Source: an optimization exercise on an open RTL-to-GDS flow (aim: small area and a short achievable clock period). Production flows keep margins and buffers that such runs may drop. Only simulation tests tie the RTL to the original design; equivalence was not proved.

==> inputs of 11-01 <==
## flow_meter_counter
module flow_meter_counter #(
    parameter CLOCK_FREQ = 1000,
    parameter PULSES_PER_LITER = 450,
    parameter DEBOUNCE_CYCLES = 50,
    parameter RATE_SAMPLE_PERIOD_MS = 1000,
    parameter VOLUME_WIDTH = 32,
    parameter RATE_WIDTH = 16
)(
    input wire clk,
    input wire rst_n,
    input wire flow_pulse,
    input wire sensor_enable,
    input wire clear_volume,
    input wire clear_statistics,
    input wire start_measurement,
    input wire stop_measurement,
    input wire [15:0] calibration_factor,
    input wire use_custom_calibration,
    input wire [RATE_WIDTH-1:0] max_flow_rate,
    input wire [RATE_WIDTH-1:0] min_flow_rate,
    input wire enable_flow_monitoring,
    output reg [VOLUME_WIDTH-1:0] total_volume_ml,
    output reg [RATE_WIDTH-1:0] flow_rate_ml_per_sec,
    output wire [RATE_WIDTH-1:0] flow_rate_l_per_min,
    output reg [31:0] pulse_count,
    output reg measurement_active,
    output reg [RATE_WIDTH-1:0] min_flow_rate_measured,
    output reg [RATE_WIDTH-1:0] max_flow_rate_measured,
    output reg [RATE_WIDTH-1:0] avg_flow_rate,
    output reg flow_detected,
    output reg no_flow_timeout,
    output reg over_flow_detected,
    output reg under_flow_detected,
    output reg sensor_error,
    output wire [7:0] error_code
);
export LEC_CHECK = 0
export CAP_MARGIN = 20
export CORE_MARGIN = 2
export CORE_UTILIZATION = 40
export SLEW_MARGIN = 20
create_clock -name core_clock -period 330.0 [get_ports {clk}]
run.sh (not shown) runs the stock make flow with config.mk's settings and CLKGATE_MAP_FILE= SYNTH_SCRIPT=/design/flow/synth_recipe.tcl, a recipe that flattens the netlist after the stock synthesis.
==> 07-16 (differences from 11-01) <==
--- a/flow/design.v
+++ b/flow/design.v
@@ -91,68 +91,68 @@
             win_nz <= 1'b0;
         end else begin
             win_e <= win_e_n;
             if (win_clr) win_nz <= 1'b0;
             else if (pe) win_nz <= 1'b1;
         end
     end
-    localparam RK = 7;
-    wire [31:0] rn_n = {win_e_n, 3'b000};
+    function [16:0] dstep;
+        input [15:0] r;
+        input nb;
+        input [15:0] d;
+        reg [16:0] t, dd, g, p, G, P, Gn, Pn;
+        integer l, b, k;
+        begin
+            t = {r, nb};
+            dd = {1'b0, d};
+            g = ~t & dd;
+            p = ~(t ^ dd);
+            G = g;
+            P = p;
+            for (l = 0; l < 5; l = l + 1) begin
+                Gn = G;
+                Pn = P;
+                for (b = 0; b < 17; b = b + 1) begin
+                    if (b & (1 << l)) begin
+                        k = ((b >> l) << l) - 1;
+                        Gn[b] = G[b] | (P[b] & G[k]);
+                        Pn[b] = P[b] & P[k];
+                    end
+                end
+                G = Gn;
+                P = Pn;
+            end
+            dstep[16] = ~G[16];
+            dstep[15:0] = G[16] ? t[15:0] : (~p[15:0] ^ {G[14:0], 1'b0});
+        end
+    endfunction
     wire [31:0] rn = {win_e, 3'b000};
-    reg [15:0] rr, rrem, rr_n;
-    reg [16:0] rt;
-    reg [17:0] rd;
-    reg [15:0] rq, rq_hi, rq_hi_n;
+    reg [15:0] rr;
+    reg [16:0] rs;
+    reg [15:0] rq;
     always @* begin
-        rr_n = 16'd0;
-        rq_hi_n = 16'd0;
-        for (i = 31; i >= 32 - RK; i = i - 1) begin
-            rt = {rr_n, rn_n[i]};
-            rd = {1'b0, rt} - {2'b00, ppl_n};
-            if (!rd[17]) begin
-                rr_n = rd[15:0];
-                if (i < 16) rq_hi_n[i] = 1'b1;
-            end else begin
-                rr_n = rt[15:0];
-            end
-        end
-        rr = rrem;
-        rq = rq_hi;
-        for (i = 31 - RK; i >= 0; i = i - 1) begin
-            rt = {rr, rn[i]};
-            rd = {1'b0, rt} - {2'b00, ppl};
-            if (!rd[17]) begin
-                rr = rd[15:0];
-                if (i < 16) rq[i] = 1'b1;
-            end else begin
-                rr = rt[15:0];
-            end
-        end
-    end
-    always @(posedge clk) begin
-        rrem <= rr_n;
-        rq_hi <= rq_hi_n;
+        rr = 16'd0;
+        rq = 16'd0;
+        for (i = 31; i >= 0; i = i - 1) begin
+            rs = dstep(rr, rn[i], ppl);
+            rr = (i >= 16) ? (rs[15:0] & ~(16'hFFFF << (32 - i))) : rs[15:0];
+            if (i < 16) rq[i] = rs[16];
+        end
     end
     reg [16:0] acc;
     reg [15:0] vr;
-    reg [16:0] vt;
-    reg [17:0] vd;
     reg [16:0] vq;
+    reg [16:0] vs;
     always @* begin
         vr = 16'd0;
         vq = 17'd0;
         for (i = 16; i >= 0; i = i - 1) begin
-            vt = {vr, acc[i]};
-            vd = {1'b0, vt} - {2'b00, ppl};
-            if (!vd[17]) begin
-                vr = vd[15:0];
-                vq[i] = 1'b1;
-            end else begin
-                vr = vt[15:0];
-            end
+            vs = dstep(vr, acc[i], ppl);
+            vr = (i >= 1) ? (vs[15:0] & ~(16'hFFFF << (17 - i))) : vs[15:0];
+            vq[i] = vs[16];
         end
     end
     always @(posedge clk or negedge rst_n) begin
         if (!rst_n) begin
             total_volume_ml <= 32'd0;
             acc <= 17'd0;
         end else if (clear_volume) begin
==> flow/config.mk (replaced) <==
export PLATFORM = sky130hd
export DESIGN_NAME = flow_meter_counter
export DESIGN_NICKNAME = flow_meter_counter
export VERILOG_FILES = /design/flow/design.v
export SDC_FILE = /design/flow/constraint.sdc
export NUM_CORES = 4
export LEC_CHECK = 0
export ABC_AREA = 1
export CAP_MARGIN = 20
export CORE_MARGIN = 2
export CORE_UTILIZATION = 40
export CTS_BUF_LIST = sky130_fd_sc_hd__clkbuf_4 sky130_fd_sc_hd__clkbuf_8
export GPL_TIMING_DRIVEN = 0
export SLEW_MARGIN = 20
==> notes.md <==
Outcome: 07-16 complete, no violations; 11-01 complete, no violations
Number of sinks handled by clock tree synthesis: 07-16 392; 11-01 408
R2r worst-path depth: 07-16 391; 11-01 404
Ant. Diodes: 07-16 5; 11-01 1
Final cell count without fillers: 07-16 8520; 11-01 10220
Clk latency of the worst-skew pair: 07-16 0.78 ns; 11-01 0.63 ns
Share of cells above drive strength 1: 07-16 0.08171; 11-01 0.07927
Standard-cell rows: 07-16 126; 11-01 144
Area of combinational cells with multiple inputs: 07-16 0.03384 mm2; 11-01 0.04940 mm2
Clock period minus final worst setup slack: 07-16 72.54 ns; 11-01 93.17 ns
Data-path buffer share of cell area in the final layout: 07-16 0.06113; 11-01 0.04130
Post-synthesis share of cell area spent on full adders, half adders and majority gates: 07-16 0.2317; 11-01 0.1992
WL final: 07-16 135400 um; 11-01 179800 um
Largest fanout on the critical path: 07-16 38; 11-01 31
Worst setup margin: 07-16 257.46 ns; 11-01 236.83 ns
Sequential-to-total area share from yosys stat: 07-16 0.2045; 11-01 0.1618
Htree depth: 07-16 3; 11-01 2
Slew of the pin with the lowest slew margin: 07-16 1.029 ns; 11-01 0.9816 ns
Share of Yosys cell area claimed by the top area cell type: 07-16 0.1747; 11-01 0.1832

separate check: timing with driven ports:
No port has a modelled driver above. Below, the same layouts with a new extraction and two added sets of constraints. Step 1 (the two cells are an assumption about what drives the block):
set clk [get_ports {clk}]
set_driving_cell -lib_cell sky130_fd_sc_hd__clkbuf_16 $clk
set_driving_cell -lib_cell sky130_fd_sc_hd__buf_2 [delete_from_list [all_inputs] $clk]
Step 2 times the ports against the registers' clock, not the clock port: input delays grow and output delays shrink by t, the midpoint of the rising clock arrivals with the driver on. Three values: ideal ports, drivers, drivers and shift; two values: the first two.
run | shift t [ns] | slack for setup (ns) | hold slack, ns
11-01 | 0.693 | 236.829 / 236.873 / 236.180 | 0.451 / 0.451 / 0.451
07-16 | 0.815 | 257.459 / 257.459 / 257.459 | 0.449 / 0.449 / 0.449
After both steps setup and hold are still met in every run listed. For 11-01, which loses most, drivers alone change the setup slack by +0.044 ns; drivers and shift together by -0.649 ns.
